This design comes from an exercise in tuning for small area on the open sky130 flow, not from production work. Only simulation tests tie the RTL to the original design; equivalence was not proved. Power is estimated from default activity; no workload was simulated.

==> design.v <==
module clock_dividor(clk, rst, speedup, slowdown, tick);
input  logic clk, rst, speedup, slowdown;    
output logic tick;                           
logic [7:0] lo;
logic [2:0] ph;
logic prev, w, last, fb;
assign last = (lo == 8'h67);
assign fb   = lo[7] ^ lo[3] ^ lo[2] ^ lo[1] ^ last;
always_comb
  case ({speedup, slowdown})
    2'b01:   w = ~ph[2];
    2'b10:   w = ~ph[0];
    default: w = ~ph[1];
  endcase
always_ff @(posedge clk) begin
  lo[0]   <= rst | fb;
  lo[2:1] <= lo[1:0];
  lo[3]   <= ~rst & lo[2];
  lo[4]   <= lo[3];
  lo[5]   <= rst | lo[4];
  lo[7:6] <= lo[6:5];
  if (rst) ph <= 3'd0;
  else if (last) begin
    ph[0] <= ~ph[0];
    ph[1] <= ph[1] ^ ph[0];
    ph[2] <= ph[2] ^ (ph[1] & ph[0]);
  end
  prev <= w;
end
assign tick = w & ~prev;
endmodule
module seven_seg_decoder(v, y);
input  logic [3:0] v;
output logic [6:0] y;
assign y[0] = ~((~v[0] & v[1] & ~v[2]));
assign y[1] = (~v[0] & v[2]) | (v[0] & ~v[1] & ~v[3]) | (v[1] & ~v[2]);
assign y[2] = ~((v[0]) | (~v[1] & ~v[2]));
assign y[3] = ~((v[0] & ~v[1] & ~v[2]) | (~v[0] & v[3]));
assign y[4] = ~((~v[0] & ~v[1] & ~v[2]) | (v[0] & v[1] & v[2]));
assign y[5] = (~v[0] & v[2]) | (~v[1] & ~v[3]);
assign y[6] = ~((v[1] & v[2]) | (v[0] & v[3]));
endmodule
module seven_seg_decoder_m0(v, y);
input  logic [3:0] v;
output logic [6:0] y;
assign y[0] = ~((~v[0] & v[1] & ~v[2]));
assign y[1] = (~v[0] & v[2]) | (v[0] & ~v[1] & ~v[3]) | (v[1] & ~v[2]);
assign y[2] = ~((v[0]) | (~v[1] & ~v[2]));
assign y[3] = ~((v[0] & ~v[1] & ~v[2]) | (~v[0] & v[3]));
assign y[4] = ~((~v[0] & ~v[1] & ~v[2]) | (v[0] & v[1] & v[2]));
assign y[5] = (~v[0] & v[2]) | (~v[1] & ~v[3]);
assign y[6] = ~((v[1] & v[2]) | (v[0] & v[3]));
endmodule
module seven_seg_decoder6(v, y);
input  logic [2:0] v;
output logic [6:0] y;
assign y[0] = ~((~v[0] & v[1]));
assign y[1] = ~((v[0] & ~v[1] & ~v[2]) | (~v[0] & v[2]));
assign y[2] = (~v[0] & ~v[2]);
assign y[3] = ~((v[0] & v[2]));
assign y[4] = ~((v[0] & ~v[1] & ~v[2]) | (~v[0] & v[2]));
assign y[5] = (~v[0] & ~v[1]) | (v[2]);
assign y[6] = ~((~v[1] & ~v[2]));
endmodule
module seven_seg_decoder4(v, y);
input  logic [1:0] v;
output logic [6:0] y;
assign y[0] = ~((v[0] & ~v[1]));
assign y[1] = (v[0] & ~v[1]) | (~v[0] & v[1]);
assign y[2] = (v[0] & ~v[1]);
assign y[3] = 1'b1;
assign y[4] = (v[0] & ~v[1]) | (~v[0] & v[1]);
assign y[5] = (v[0] & v[1]);
assign y[6] = ~((~v[0] & ~v[1]));
endmodule
module STOPWATCH(in_clk, reset, start, up, plus_min2, speedup, slowdown, out_S0, out_S1, out_M0, out_M1);
input  logic in_clk, reset, start, up, plus_min2, speedup, slowdown;
output logic [6:0] out_S0, out_S1, out_M0, out_M1;
logic tick;
clock_dividor div (.clk(in_clk), .rst(~reset), .speedup(speedup), .slowdown(slowdown), .tick(tick));
sw_core core (.clk(in_clk), .tick(tick), .reset(reset), .start(start), .up(up), .plus_min2(plus_min2),
              .out_S0(out_S0), .out_S1(out_S1), .out_M0(out_M0), .out_M1(out_M1));
endmodule
module sw_core(clk, tick, reset, start, up, plus_min2, out_S0, out_S1, out_M0, out_M1);
input  logic clk, tick, reset, start, up, plus_min2;
output logic [6:0] out_S0, out_S1, out_M0, out_M1;
logic rst, pm;
assign rst = ~reset;
assign pm  = ~plus_min2;
logic [3:0] S0, M0;
logic [2:0] S1;
logic [1:0] M1;
logic ups;              
logic upp;              
logic [1:0] k;          
logic q;                
logic m1_hi, m1_step_up, m0_lim, m0_zero, s0_wrap, s0_z, s0_9, s1_b, s1_c, s1_wrap, s1_5;
logic A, B, C, D, E, ovf, M41, comp, en0;
logic [3:0] s0_step, m0_raw, m0_n;
logic [2:0] s1_step;
logic [1:0] m1_step;
assign s0_step[0] = (~S0[0]);
assign s0_step[1] = (~S0[0] & ~S0[2] & ~ups) | (S0[0] & S0[2] & ~S0[3] & ups) | (~S0[0] & S0[1] & ups) | (S0[0] & S0[1] & ~ups);
assign s0_step[2] = (S0[2] & ~S0[3] & ~ups) | (S0[0] & S0[3]) | (~S0[0] & S0[2] & ups) | (S0[0] & ~S0[1] & ups) | (~S0[0] & S0[1] & ~ups);
assign s0_step[3] = (~S0[0] & ~S0[1] & S0[2] & ~S0[3] & ~ups) | (S0[0] & S0[3] & ~ups) | (S0[0] & ~S0[1] & ~S0[2] & ups) | (~S0[0] & S0[3] & ups);
assign s0_wrap = (~S0[0] & S0[1] & S0[2] & ~ups) | (S0[0] & ~S0[1] & S0[2] & ~S0[3] & ups);
assign s0_z = (~S0[0] & S0[1] & S0[2]);
assign s0_9 = (S0[0] & ~S0[1] & S0[2] & ~S0[3]);
assign s1_step[0] = (~S1[0]);
assign s1_step[1] = (S1[0] & ~S1[1] & ~S1[2] & ups) | (S1[0] & S1[1] & ~ups) | (~S1[0] & S1[1] & ups) | (~S1[0] & S1[2] & ~ups);
assign s1_step[2] = (~S1[0] & S1[2] & ups) | (~S1[0] & ~S1[1] & ~S1[2] & ~ups) | (S1[0] & S1[1] & ups) | (S1[0] & S1[2] & ~ups);
assign s1_wrap = (S1[0] & S1[2] & ups) | (~S1[0] & ~S1[1] & ~S1[2] & ~ups);
assign s1_b = (~S1[0] & S1[1] & ~ups) | (S1[0] & S1[1] & ups);
assign s1_c = (~S1[1] & ~S1[2] & ~ups) | (S1[0] & S1[1] & ups) | (S1[2] & ups);
assign s1_5 = (S1[0] & S1[2]);
assign m1_hi = (M1[0] & M1[1] & ups) | (~M1[0] & ~M1[1] & ~ups);
assign m1_step[0] = (~M1[0]);
assign m1_step[1] = (M1[1] & ups) | (M1[0] & ups) | (M1[0] & M1[1]);
assign m0_lim = (~M0[0] & M0[1] & M0[2] & ~ups) | (M0[0] & ~M0[1] & M0[2] & ~M0[3] & ups);
assign m0_zero = (~M0[0] & M0[1] & M0[2]);
assign m0_raw[0] = (~M0[0] & D) | (M0[0] & ~D);
assign m0_raw[1] = ~((~M0[1] & ~D & ~pm) | (~M0[2] & ups & pm) | (M0[2] & ~M0[3] & ~ups & pm) | (M0[3] & ~D) | (M0[3] & ~pm) | (~M0[1] & ~M0[2] & ups) | (~M0[1] & M0[2] & ~ups & ~pm) | (M0[0] & M0[3] & ~ups) | (~M0[0] & M0[3] & ups) | (~M0[0] & ~M0[1] & ups & ~pm) | (M0[0] & ~M0[1] & ~ups & ~pm) | (M0[0] & ~M0[2] & ups & D) | (M0[0] & M0[1] & M0[2] & D & pm) | (~M0[0] & M0[2] & ~ups & D & ~pm) | (~M0[0] & M0[1] & ~ups & D & pm));
assign m0_raw[2] = (M0[2] & ~D & ~pm) | (M0[1] & ~ups & pm) | (M0[3] & ups) | (~M0[1] & M0[2] & ~M0[3] & ~pm) | (~M0[1] & ups & ~D & pm) | (M0[0] & M0[2] & ~M0[3] & ~ups) | (~M0[0] & M0[1] & M0[2] & ~pm) | (~M0[1] & ~M0[2] & ups & pm) | (M0[0] & M0[3] & ~pm) | (~M0[0] & ~M0[1] & M0[2] & ups) | (M0[2] & ~M0[3] & ~ups & ~D) | (~M0[0] & M0[1] & ~ups & D) | (M0[0] & ~M0[1] & ups & D & ~pm) | (M0[0] & ~M0[2] & ups & D & pm) | (~M0[0] & ~M0[1] & ~M0[2] & D & pm);
assign m0_raw[3] = ~((M0[1] & ~ups) | (M0[2] & ~M0[3] & ups) | (~M0[2] & ~ups) | (M0[3] & pm) | (~M0[3] & ~D & ~pm) | (~M0[0] & M0[1]) | (M0[1] & ~pm) | (M0[1] & ~D) | (~M0[0] & ~M0[2] & ~pm) | (M0[0] & M0[2] & ~M0[3] & ~pm) | (~M0[0] & ~ups & D & pm) | (~M0[0] & M0[3] & ~ups & D) | (M0[0] & M0[3] & ups & D) | (M0[0] & ~M0[1] & ups & D & pm));
assign ovf = (~M0[1] & M0[2] & ~M0[3] & ups & pm) | (M0[0] & M0[3] & ups & D & pm) | (M0[1] & M0[2] & ~ups & pm) | (M0[0] & ~M0[1] & M0[2] & ~M0[3] & ups & D) | (~M0[0] & M0[1] & M0[2] & ~ups & D) | (~M0[0] & M0[1] & ~ups & D & pm);
assign E = (~M0[1] & M0[2] & ~M0[3] & ups & pm) | (M0[0] & M0[3] & ups & D & pm) | (M0[0] & ~M0[1] & M0[2] & ~M0[3] & ups) | (M0[1] & M0[2] & ~ups & pm) | (~M0[0] & M0[1] & M0[2] & ~ups & D) | (~M0[0] & M0[1] & ~ups & D & pm);
assign A    = m1_hi & m0_lim;                  
assign B    = A & s1_b;                        
assign en0  = start & ~(B & (ups | s0_z));
assign C    = en0 & s0_wrap;                   
assign D    = C & s1_wrap;                     
assign M41  = E & m1_hi;
assign comp = (s1_c & A) | (ovf & m1_hi);      
assign m0_n = M41 ? 4'd5 : m0_raw;
logic M3, error1;
assign M3     = (upp ^ up) & start;
assign error1 = M3 | k[1] | k[0];
always_ff @(posedge clk)
  if (rst) begin
    S0  <= 4'd6;
    S1  <= up ? 3'd2 : 3'd3;
    M0  <= up ? 4'd6 : 4'd5;
    M1  <= up ? 2'd0 : 2'd3;
    ups <= up;
    upp <= up;
    k   <= 2'd0;
    q   <= 1'b0;
  end else if (tick) begin
    if (comp)                        S0 <= 4'd6;
    else if (en0 | (ups & s0_9))     S0 <= s0_step;
    if (comp & ~(C & ups & s1_5))    S1 <= ups ? 3'd3 : 3'd2;
    else if (C)                      S1 <= s1_step;
    if (~ups & M41)                  M0 <= 4'd6;
    else if (~(A & D) & (start | pm)) M0 <= m0_n;
    if (E & ~m1_hi & (pm | start))   M1 <= m1_step;
    if (~start)                      ups <= up;
    upp  <= up;
    k[1] <= M3 | (k[1] & k[0]);
    k[0] <= M3 | (k[1] & ~k[0]);
    q    <= ~q & error1;
  end
logic [6:0] d_S0, d_S1, d_M0, d_M1;
seven_seg_decoder  dS0 (.v(S0), .y(d_S0));
seven_seg_decoder6 dS1 (.v(S1), .y(d_S1));
seven_seg_decoder_m0 dM0 (.v(M0), .y(d_M0));
seven_seg_decoder4 dM1 (.v(M1), .y(d_M1));
assign out_S0 = error1 ? (q ? 7'h5b : 7'h00) : d_S0;
assign out_S1 = error1 ? (q ? 7'h74 : 7'h00) : d_S1;
assign out_M0 = error1 ? (q ? 7'h5b : 7'h00) : d_M0;
assign out_M1 = error1 ? (q ? 7'h74 : 7'h00) : d_M1;
endmodule
==> flow/run.sh <==
#!/bin/bash
# Own layout flow: the standard layout (standard.sh), with three changes:
#  - synthesis is synth_recipe.tcl with ABC's mapping script replaced by flow/abc_area.script
#    (an area-oriented script), run with several random seeds, keeping the smallest result;
#    the flip-flop mapping and register names are the standard synthesis's, unchanged;
#  - the input and output port buffers are sky130_fd_sc_hd__buf_1;
#  - no adder extraction (ADDER_MAP_FILE empty): ABC maps all the logic.
# Each tool's output goes to orfs/logs/ as in the standard flow; make's output to flow_make.log.
set -euo pipefail
W=$PWD
# synthesis script: synth_recipe.tcl with an abc wrapper after its first line
{
  head -n 1 synth_recipe.tcl
  cat <<'T'
# ABC is run with flow/abc_area.script once per seed in MY_ABC_SEEDS (the script's @SEED@), each
# time on the same netlist, and the run with the smallest cell area is kept.
proc abc {args} {
  set j [lsearch -exact $args -D]
  if { $j >= 0 } { set args [lreplace $args $j [expr {$j + 1}]] }
  set lib [lindex $args [expr {[lsearch -exact $args -liberty] + 1}]]
  set i [lsearch -exact $args -script]
  yosys design -save abc_start
  set best_area 1e30
  foreach seed $::env(MY_ABC_SEEDS) {
    set f [open $::env(MY_ABC_SCRIPT) r]
    set text [string map [list @SEED@ $seed] [read $f]]
    close $f
    set script $::env(RESULTS_DIR)/abc_seed$seed.script
    set f [open $script w]
    puts $f $text
    close $f
    lset args [expr {$i + 1}] $script
    yosys design -load abc_start
    puts "abc with the area script, seed $seed: $args"
    yosys abc {*}$args
    yosys tee -q -o $::env(RESULTS_DIR)/abc_seed$seed.stat stat -liberty $lib
    set f [open $::env(RESULTS_DIR)/abc_seed$seed.stat r]
    set area 1e30
    regexp {Chip area for module [^:]*: ([0-9.]+)} [read $f] -> area
    close $f
    puts "abc seed $seed: cell area $area"
    if { $area < $best_area } {
      set best_area $area
      yosys design -save abc_best
    }
  }
  yosys design -load abc_best
  puts "abc: kept cell area $best_area"
}
T
  tail -n +2 synth_recipe.tcl
} > my_synth.tcl
# standard.sh with that synthesis script and the port buffer cell
sed -e "s#SYNTH_SCRIPT=[^ ]*synth_recipe.tcl#SYNTH_SCRIPT=$W/my_synth.tcl MY_ABC_SCRIPT=$W/flow/abc_area.script 'MY_ABC_SEEDS=0 1 2 3 4 5' 'BUFFER_PORTS_ARGS=-buffer_cell sky130_fd_sc_hd__buf_1' ADDER_MAP_FILE=#" standard.sh > my_standard.sh
grep -q "my_synth.tcl" my_standard.sh
# optional clock tree arguments
if [[ -f flow/cts_args.txt ]]; then
  sed -i -e "s#ADDER_MAP_FILE=#ADDER_MAP_FILE= 'CTS_ARGS=$(cat flow/cts_args.txt)'#" my_standard.sh
fi
bash my_standard.sh finish > flow_make.log 2>&1
test -s out/final.def
==> flow/abc_area.script <==
strash; &get -n; &deepsyn -J 200 -S @SEED@ -T 100; &put; balance -l; resub -K 6 -l; rewrite -l; resub -K 6 -N 2 -l; refactor -l; resub -K 8 -l; balance -l; resub -K 8 -N 2 -l; rewrite -l; resub -K 10 -l; rewrite -z -l; resub -K 10 -N 2 -l; balance -l; resub -K 12 -l; refactor -z -l; resub -K 12 -N 2 -l; rewrite -z -l; balance -l; &get -n; &dch -f; &nf -a -R 1000; &put
==> standard.sh <==
#!/bin/bash
# synth_recipe.tcl (not shown) runs the flow's synth.tcl, then flattens the netlist and writes it again
# the make line also repeats each setting of config.mk as NAME=value (left out here)
make -C /OpenROAD-flow-scripts/flow DESIGN_CONFIG=/design/flow/config.mk WORK_HOME=/design/flow/orfs CLKGATE_MAP_FILE= SYNTH_SCRIPT=/design/flow/synth_recipe.tcl "${@:-finish}"
==> config.mk <==
export PLATFORM = sky130hd
export DESIGN_NAME = STOPWATCH
export DESIGN_NICKNAME = STOPWATCH
export VERILOG_FILES = /design/flow/design.v
export SDC_FILE = /design/flow/constraint.sdc
export NUM_CORES = 4
export LEC_CHECK = 0
export CAP_MARGIN = 20
export CORE_MARGIN = 2
export CORE_UTILIZATION = 40
export CTS_BUF_LIST = sky130_fd_sc_hd__clkbuf_2 sky130_fd_sc_hd__clkbuf_4
export SLEW_MARGIN = 20
==> constraint.sdc <==
create_clock -name core_clock -period 10.0 [get_ports {in_clk}]
set_input_delay 2.0000 -clock core_clock [delete_from_list [all_inputs] [get_ports {in_clk}]]
set_output_delay 2.0000 -clock core_clock [all_outputs]
set_load 0.01 [all_outputs]
==> results of run 1 <==
how the worst max path moves through the flow:
stage                     slack, ns  startpoint        end  cells after the start
after global routing           3.39          up  out_M0[1]                     10
after CTS                      3.68          up  out_M0[1]                     10
after global placement         3.75          up  out_M0[1]                     10
final                          3.64          up  out_M0[1]                     10
after floorplan                4.29          up  out_M0[1]                      8
after detailed placement       3.70          up  out_M0[1]                     10
synth_stat cells:
master	n	share of area (%)
a2111oi_0	1	0.51
nand4b_1	1	0.51
nand4_1	1	0.36
a211oi_1	3	1.3
nor3_1	7	2.0
o31ai_1	3	1.3
and3_1	2	0.72
o21a_1	2	0.87
o22ai_1	4	1.4
a221oi_1	1	0.51
or2_0	2	0.72
nor2_1	28	6.1
a21oi_1	26	7.5
edfxtp_1	11	19
clkinv_1	14	3.0
a211o_1	1	0.51
dfxtp_1	19	22
and2_0	7	2.5
nand3_1	4	1.2
o211ai_1	2	0.87
xor2_1	2	1.0
o311ai_0	1	0.51
o21ai_0	20	5.8
a21o_1	3	1.3
o22a_1	1	0.51
mux2i_1	2	1.2
or4_1	1	0.43
nand2_1	24	5.2
nand2b_1	4	1.4
nor4_1	1	0.36
a31o_1	1	0.51
a22oi_1	1	0.43
o31a_1	2	1.0
a31oi_1	5	1.8
xnor2_1	3	1.5
a21boi_0	2	0.87
a221o_1	1	0.58
a32oi_1	1	0.51
nor2b_1	6	2.2
routing by layer:
layer / wire, um / vias to the layer above / share of wire, %
met5: 0 / - / 0
met4: 73 / 0 / 1.6
met3: 395 / 8 / 8.6
met2: 1970 / 72 / 43
met1: 2130 / 813 / 47
li1: - / 894 / -
sequential cells by signal (all words and copies together), names as in the netlist:
name and flops:
core.q 1, core.M1 2, core.ups 1, core.S1 3, div.lo 8, core.k 2, core.S0 4, div.prev 1
core.M0 4, div.ph 3, core.upp 1
cell type report:
class / instances / area (um2)
fill: 439 / 2110
sequential: 30 / 711
multi-input combinational: 176 / 970
inverter: 14 / 52.6
clock inverter: 3 / 15.0
tap: 50 / 62.6
clock buffer: 5 / 37.5
timing repair buffer: 34 / 128
cell families (layout without fill, tap and decap cells):
family	Yosys count	count (layout)
compound gates	81	81
flops	30	30
xor+xnor	5	5
buf+inv	14	56
simple gates	88	88
mux	2	2
power groups by stage:
stage                     clock network [W]  registers, W  logic [W]
after floorplan                           0      0.000163  0.0000781
after global placement                    0      0.000170   0.000108
after detailed placement                  0      0.000170   0.000109
after CTS                         0.0000726      0.000167   0.000109
after global routing              0.0000769      0.000170   0.000122
final                             0.0000703      0.000167   0.000109
per-stage QoR:
| stage | hold WS [ns] | setup slack (ns) | power (W) | cells | instance area [um2] |
|---|---|---|---|---|---|
| 4_1_cts | 0.360 | 3.68 | 0.000349 | 312 | 1980 |
| 3_3_place_gp | 0.335 | 3.75 | 0.000278 | 304 | 1920 |
| 2_1_floorplan | 0.331 | 4.29 | 0.000241 | 220 | 1730 |
| 5_1_grt | 0.362 | 3.39 | 0.000370 | 312 | 1980 |
| 6_report | 0.358 | 3.64 | 0.000346 | 312 | 1980 |
| 3_5_place_dp | 0.340 | 3.70 | 0.000278 | 304 | 1920 |
worst reg2reg max path, cell delays in order, from the launching register on:
cell	delay, ns
edfxtp_1	0.83
nor3_1	0.13
a21oi_1	0.24
or2_0	0.16
o21ai_0	0.16
a21o_1	0.20
a211oi_1	0.44
o21ai_0	0.32
o31a_1	0.37
nor3_1	0.32
nor2b_1	0.13
a31oi_1	0.29
o21ai_0	0.13
==> flow_summary.ini, run 1 <==
[drt]
wl_um = 4570
drt-wirelength-per-cell_um = 14.6
avgViaCountPerCell = 5.73
via_count = 1787
first_pass_iters = 4
drtIter0Drc = 100
drc_errors = 0
drtAntennaViolNets = 0

[clock_tree]
cts_hold_buf = 0
clockBufferDepth = 2
clock_latency_ns = 0.33
htreeDepth = 2
post_cts_buffers = 0
cts_buffers = 5
clkSinkCount = 30
clk_pin_slew_ns = 0.10
cts_resized = 0
clockRootBuffer = clkbuf_4
tritoncts = done

[pwr]
power_switching_w = 0.000133
leakagePower_nw = 0.705
pwr-share-comb_pct = 31.6
peakVddDrop_mv = 0.109
p_per_area_mw_per_mm2 = 175
p_seq_share_pct = 48.2
p_clk_share_pct = 20.3
cellInternalPower_w = 0.000213
netSwitchingFraction_pct = 38.5

[worst_setup_path]
cp_cell_sequence = buf_1, xor2_1, and2_0, a21oi_1, nand2_1, clkinv_1, nor2_1, a211oi_1, o31a_1, buf_1
cp_common_cell = buf_1
path_delay_family = simple AND/OR/NAND/NOR gates
slowest_stage = nor2_1
worst_ep_required_time_ns = 8.00
cp.buffers_inverters = 3
ff2ff_setup_slack_ns = 6.02
cp.arrival_ns = 4.36
cp-end-kind = primary output
slowest_delay_ns = 0.69
r2r_start = core.ups
critPathLaunchType = input port
cp_max_fo = 14
timing.rr.end = core.S1[0]
reg2regPathDepth = 12
worstSetupPathType = in2out

[worst_hold_path]
min_from = div.lo[5]
hp-class = reg2reg
whs_endpoint = div.lo[6]
hold_depth = 0

[timing]
report.final.hold_viol_count = 0
layout_min_cycle_time_ns = 6.36
post-route-period-util_pct = 63.6
worst_slew_pin_slew_ns = 0.794
max_slew_margin_pct = 47.1
drv_slew = 0
clock_skew_ns = 0.00762
setup_violations = 0
rsz0062_at_grt = false
finalSetupTns_ns = 0
max_freq_mhz = 157

[global_routing]
grt_util_met3_pct = 5.67
grt_use_total_pct = 18.9
grt_overflow = 0
use_met1_pct = 25.4
grt_pass1_vias = 1555
grt.busiest_layer = met2
grt_start_max_net_pins = 22
grt_pass1_wl_um = 7390
antenna_found_initial = 0
grt_util_met2_pct = 29.1

[floorplanning]
initial_utilization_pct = 42.4
dieArea_mm2 = 0.00487
rows = 23
die_h_um = 69.8
pin_count = 35
core_mm2 = 0.00409
die-width_um = 69.8

[job]
cap_violations = 0

[yosys]
yosys.area_share.simple_pct = 23.7
synthAdderAreaFrac_pct = 0
synth_compound_area_share_pct = 28.6
synth_top_family_by_area = compound AO/OA/AOI/OAI gates
synthMuxAreaShare_pct = 1.16
syn-cell-area_mm2 = 0.00173
ys_warn_count = 2
ys_ff_latch = 30
synth.yosys.seq_area_share_pct = 41.0
syn_inst = 220
ys_types = 39
synth_xor_area_share_pct = 2.53
avgSynthCellArea_um2 = 7.88
synth_fp_nets = 227

[final_layout]
num_antenna_cells = 0
final_common_cell = buf_1
utilization_pct = 48.3
drive_above_1_share_pct = 2.67
syn_to_final_growth_pct = 14.0
final_nets = 268
layout_common_cells = 34 x buf_1, 28 x nor2_1, 26 x a21oi_1

[placed_design]
port_buffers = 34
hpwlAfterDp_um = 3360
place_congestion = 0.811

[run_status]
run_status = finished clean
==> inputs of run 2 (changes only) <==
--- a/design.v
+++ b/design.v
@@ -54,13 +54,13 @@
 module seven_seg_decoder6(v, y);
 input  logic [2:0] v;
 output logic [6:0] y;
-assign y[0] = ~((~v[0] & v[1]));
-assign y[1] = ~((v[0] & ~v[1] & ~v[2]) | (~v[0] & v[2]));
-assign y[2] = (~v[0] & ~v[2]);
-assign y[3] = ~((v[0] & v[2]));
-assign y[4] = ~((v[0] & ~v[1] & ~v[2]) | (~v[0] & v[2]));
-assign y[5] = (~v[0] & ~v[1]) | (v[2]);
-assign y[6] = ~((~v[1] & ~v[2]));
+assign y[0] = ~((~v[0] & ~v[1] & v[2]));
+assign y[1] = (~v[0] & ~v[1]) | (v[0] & v[1]);
+assign y[2] = (~v[0] & ~v[1]);
+assign y[3] = ~((v[0] & ~v[2]));
+assign y[4] = (~v[0] & ~v[1]) | (v[0] & v[1]);
+assign y[5] = (~v[2]) | (v[0] & ~v[1]);
+assign y[6] = (v[0]) | (~v[1] & v[2]);
 endmodule
 module seven_seg_decoder4(v, y);
 input  logic [1:0] v;
@@ -106,13 +106,13 @@
 assign s0_wrap = (~S0[0] & S0[1] & S0[2] & ~ups) | (S0[0] & ~S0[1] & S0[2] & ~S0[3] & ups);
 assign s0_z = (~S0[0] & S0[1] & S0[2]);
 assign s0_9 = (S0[0] & ~S0[1] & S0[2] & ~S0[3]);
-assign s1_step[0] = (~S1[0]);
-assign s1_step[1] = (S1[0] & ~S1[1] & ~S1[2] & ups) | (S1[0] & S1[1] & ~ups) | (~S1[0] & S1[1] & ups) | (~S1[0] & S1[2] & ~ups);
-assign s1_step[2] = (~S1[0] & S1[2] & ups) | (~S1[0] & ~S1[1] & ~S1[2] & ~ups) | (S1[0] & S1[1] & ups) | (S1[0] & S1[2] & ~ups);
-assign s1_wrap = (S1[0] & S1[2] & ups) | (~S1[0] & ~S1[1] & ~S1[2] & ~ups);
-assign s1_b = (~S1[0] & S1[1] & ~ups) | (S1[0] & S1[1] & ups);
-assign s1_c = (~S1[1] & ~S1[2] & ~ups) | (S1[0] & S1[1] & ups) | (S1[2] & ups);
-assign s1_5 = (S1[0] & S1[2]);
+assign s1_step[0] = (S1[0] & ~S1[1]) | (~S1[1] & S1[2] & ups) | (S1[0] & S1[2] & ups) | (~S1[2] & ~ups);
+assign s1_step[1] = (~S1[1]);
+assign s1_step[2] = (S1[1] & S1[2] & ups) | (~S1[0] & ~S1[1] & S1[2]) | (~S1[0] & ups) | (S1[0] & ~ups);
+assign s1_wrap = (~S1[1] & ~S1[2] & ~ups) | (S1[1] & ~S1[2] & ups);
+assign s1_b = (S1[0] & S1[1] & S1[2] & ups) | (~S1[0] & ~S1[1] & S1[2] & ~ups);
+assign s1_c = ~((~S1[0] & ~S1[1] & S1[2]) | (~S1[0] & ups) | (S1[0] & ~ups));
+assign s1_5 = (S1[0] & ~S1[2]);
 assign m1_hi = (M1[0] & M1[1] & ups) | (~M1[0] & ~M1[1] & ~ups);
 assign m1_step[0] = (~M1[0]);
 assign m1_step[1] = (M1[1] & ups) | (M1[0] & ups) | (M1[0] & M1[1]);
@@ -138,7 +138,7 @@
 always_ff @(posedge clk)
   if (rst) begin
     S0  <= 4'd6;
-    S1  <= up ? 3'd2 : 3'd3;
+    S1  <= up ? 3'd4 : 3'd7;
     M0  <= up ? 4'd6 : 4'd5;
     M1  <= up ? 2'd0 : 2'd3;
     ups <= up;
@@ -148,7 +148,7 @@
   end else if (tick) begin
     if (comp)                        S0 <= 4'd6;
     else if (en0 | (ups & s0_9))     S0 <= s0_step;
-    if (comp & ~(C & ups & s1_5))    S1 <= ups ? 3'd3 : 3'd2;
+    if (comp & ~(C & ups & s1_5))    S1 <= ups ? 3'd7 : 3'd4;
     else if (C)                      S1 <= s1_step;
     if (~ups & M41)                  M0 <= 4'd6;
     else if (~(A & D) & (start | pm)) M0 <= m0_n;
==> run 2 against run 1 <==
  * Cell area rose by 0.63%
  * Utilization rose by 0.31 points
  * Die area rose by 0.20%
  * Routed wire length fell by 12%
  * Count of clock-buffer cells in the layout did not move
  * Combinational power barely moved
  * Synthesized cell count fell by 3.6%
  * Cell count fell by 2.2%
  * Sequential power fell by 2%
  * Total power fell by 1.8%
  * Clock power rose by 0.9%
  * Area after synthesis rose by 0.22%
  * Largest cell class unchanged
  * Largest power group unchanged
==> flow_summary.ini, run 2 <==
[final_layout]
final_nets = 261
top_regs = div.lo (8), core.M0 (4), core.S0 (4)
syn_to_final_growth_pct = 14.5
layout_common_cells = 34 x buf_1, 25 x o21ai_0, 22 x nor2_1
largest_reg_flops = 8
num_antenna_cells = 0
drive_above_1_share_pct = 3.14
top_register = div.lo
final_common_cell = buf_1
finalInstanceArea_mm2 = 0.00199

[timing]
drv_slew = 0
post-route-period-util_pct = 60.0
finalSetupTns_ns = 0
clock_skew_ns = 0.0182
max_freq_mhz = 167
rsz0062_at_grt = false
worst_slew_pin_slew_ns = 0.716
setup_violations = 0
layout_min_cycle_time_ns = 6.00
report.final.hold_viol_count = 0
max_slew_margin_pct = 52.3

[clock_tree]
htreeDepth = 2
clockRootBuffer = clkbuf_4
clk_pin_slew_ns = 0.11
clkSinkCount = 30
clockBufferDepth = 2
post_cts_buffers = 0
cts_buffers = 5
cts_resized = 0
tritoncts = done
cts_hold_buf = 0
clock_latency_ns = 0.35

[floorplanning]
initial_utilization_pct = 42.5
dieArea_mm2 = 0.00488
die-width_um = 69.9
pin_count = 35
rows = 23
core_mm2 = 0.00409
die_h_um = 69.9

[worst_hold_path]
hp-class = reg2reg

[worst_setup_path]
worstSetupPathType = in2out
worst_ep_required_time_ns = 8.00
cp-end-kind = primary output
critPathLaunchType = input port
cp_max_fo = 14
cp.arrival_ns = 4.00

[pwr]
p_per_area_mw_per_mm2 = 171
cellInternalPower_w = 0.000214
power_switching_w = 0.000126
pwr-share-comb_pct = 31.1
leakagePower_nw = 0.722
netSwitchingFraction_pct = 37.0
p_seq_share_pct = 48.0
peakVddDrop_mv = 0.113
p_clk_share_pct = 20.9

[yosys]
synth.yosys.seq_area_share_pct = 40.9
ys_ff_latch = 30
ys_types = 44
syn_inst = 212
yosysMostFrequentCell = o21ai_0
yosysTopAreaCell = dfxtp_1
syn-cell-area_mm2 = 0.00174
synth_edf_count = 11
synth_top_cells_by_count = 25 x o21ai_0, 22 x nor2_1, 20 x nand2_1, 19 x a21oi_1, 19 x dfxtp_1
async_flop_share_pct = 0
ys.flop_type = dfxtp_1
synthTopCellsByArea = dfxtp_1 22%, edfxtp_1 19%, o21ai_0 7.2%, a21oi_1 5.5%, nor2_1 4.8%
synth_top_area_share_pct = 21.9
avgSynthCellArea_um2 = 8.19
synth_fp_nets = 219
ys_warn_count = 2

[placed_design]
hpwlAfterDp_um = 3020
port_buffers = 34
place_area_mm2 = 0.00193
place_congestion = 0.809

[drt]
drtAntennaViolNets = 0
drc_errors = 0
drt-wirelength-per-cell_um = 13.2
first_pass_iters = 4
wl_um = 4040
drtIter0Drc = 128
via_count = 1691
avgViaCountPerCell = 5.54

[run_status]
run_status = finished clean

[global_routing]
grt_pass1_vias = 1531
grt_pass1_wl_um = 7000
grt.busiest_layer = met2
grt_start_max_net_pins = 24
grt_use_total_pct = 17.8
use_met1_pct = 23.0
antenna_found_initial = 0
grt_util_met3_pct = 4.47
grt_overflow = 0
grt_util_met2_pct = 28.5

[job]
cap_violations = 0
[run 2: changes by cell type after synthesis, moves of 4 or more]
| cell | previous run | this run |
|---|---|---|
| o21ai_0 | 20 | 25 |
| nand2b_1 | 4 | 9 |
| nor3_1 | 7 | 3 |
| a21oi_1 | 26 | 19 |
| nor2_1 | 28 | 22 |
| nand2_1 | 24 | 20 |
[run 2: layout make-up]
| class | instances | area, um2 |
|---|---|---|
| clock buffers | 5 | 37.5 |
| clock inverters | 3 | 16.3 |
| repair buffers | 35 | 135 |
| fillers | 427 | 2100 |
| inverters | 13 | 48.8 |
| flip-flops and latches | 30 | 711 |
| well taps | 50 | 62.6 |
| multi-input cells | 169 | 977 |
[run 2: critical path, cell delays in order]
cell and delay [ns]:
buf_1 0.23, xor2_1 0.22, nand2_1 0.09, nand2_1 0.33, clkinv_1 0.32, nor2_1 0.48
o21ai_0 0.17, buf_1 0.15
[run 2: power groups by stage]
| stage | registers [W] | logic, W | clock network (W) |
|---|---|---|---|
| after floorplan | 0.000161 | 0.0000777 | 0 |
| after global placement | 0.000167 | 0.000106 | 0 |
| after detailed placement | 0.000166 | 0.000106 | 0 |
| after CTS | 0.000163 | 0.000107 | 0.0000748 |
| after global routing | 0.000167 | 0.000121 | 0.0000781 |
| final | 0.000163 | 0.000106 | 0.0000709 |
[run 2: metrics by stage]
step                total power (W)  utilization, %  hold WS, ns  setup slack (ns)  std cells
floorplan                  0.000239               -        0.331              4.63        212
global placement           0.000273            47.3        0.339              4.06        297
detailed placement         0.000272            47.3        0.346              3.96        297
CTS                        0.000345            48.7        0.353              3.96        305
global route               0.000366            48.7        0.363              3.69        305
finish                     0.000340            48.7        0.348              4.00        305
[run 2: worst paths after layout]
path	depth (start not counted)	start	end	slack [ns]
setup / recovery	8	up	out_M1[6]	4.00
hold / removal	0	div.lo[5]	div.lo[6]	0.35
setup reg to reg	15	core.ups	core.S0[2]	5.63
hold reg to reg	0	div.lo[5]	div.lo[6]	0.35
[run 2: layer usage]
layer  vias up  wire [um]
li1        874          -
met1       758       1990
met2        52       1720
met3         7        250
met4         0         76
met5         -          0
[run 2: logic make-up (layout without fill, tap and decap cells)]
logic type	after synthesis	after routing	share of synthesized area [%]
AO/OA/AOI/OAI	76	76	27.2
multiplexers	3	3	1.73
buffers and inverters	13	56	2.81
flip-flops	30	30	40.9
AND/OR/NAND/NOR	81	81	22.8
XOR/XNOR	9	9	4.54

## what the ideal ports hide
The results above use ideal ports. As a check the final layouts listed here were re-extracted and re-timed, cells and wires unchanged.
Step 1, drivers: a clkbuf_16 drives in_clk and a buf_2 each remaining input, both assumed.
Step 2 also shifts input and output timing later by t, the mid clock arrival at the registers, as if the neighbouring blocks saw the same clock.
Three values: ideal, step 1, step 2; two values: the first two.
run	t (ns)	setup slack, ns	slew at the worst register clock pin (ns)	worst data-port slew with drivers (ns)
run 1	0.353	3.640 / 3.620 / 3.620	0.10 / 0.10	0.03
run 2	0.363	4.000 / 3.978 / 3.978	0.11 / 0.11	0.03
After both steps setup and hold are still met in every run listed. For run 2, which loses most, drivers alone change the setup slack by -0.022 ns; drivers and shift together by -0.022 ns.
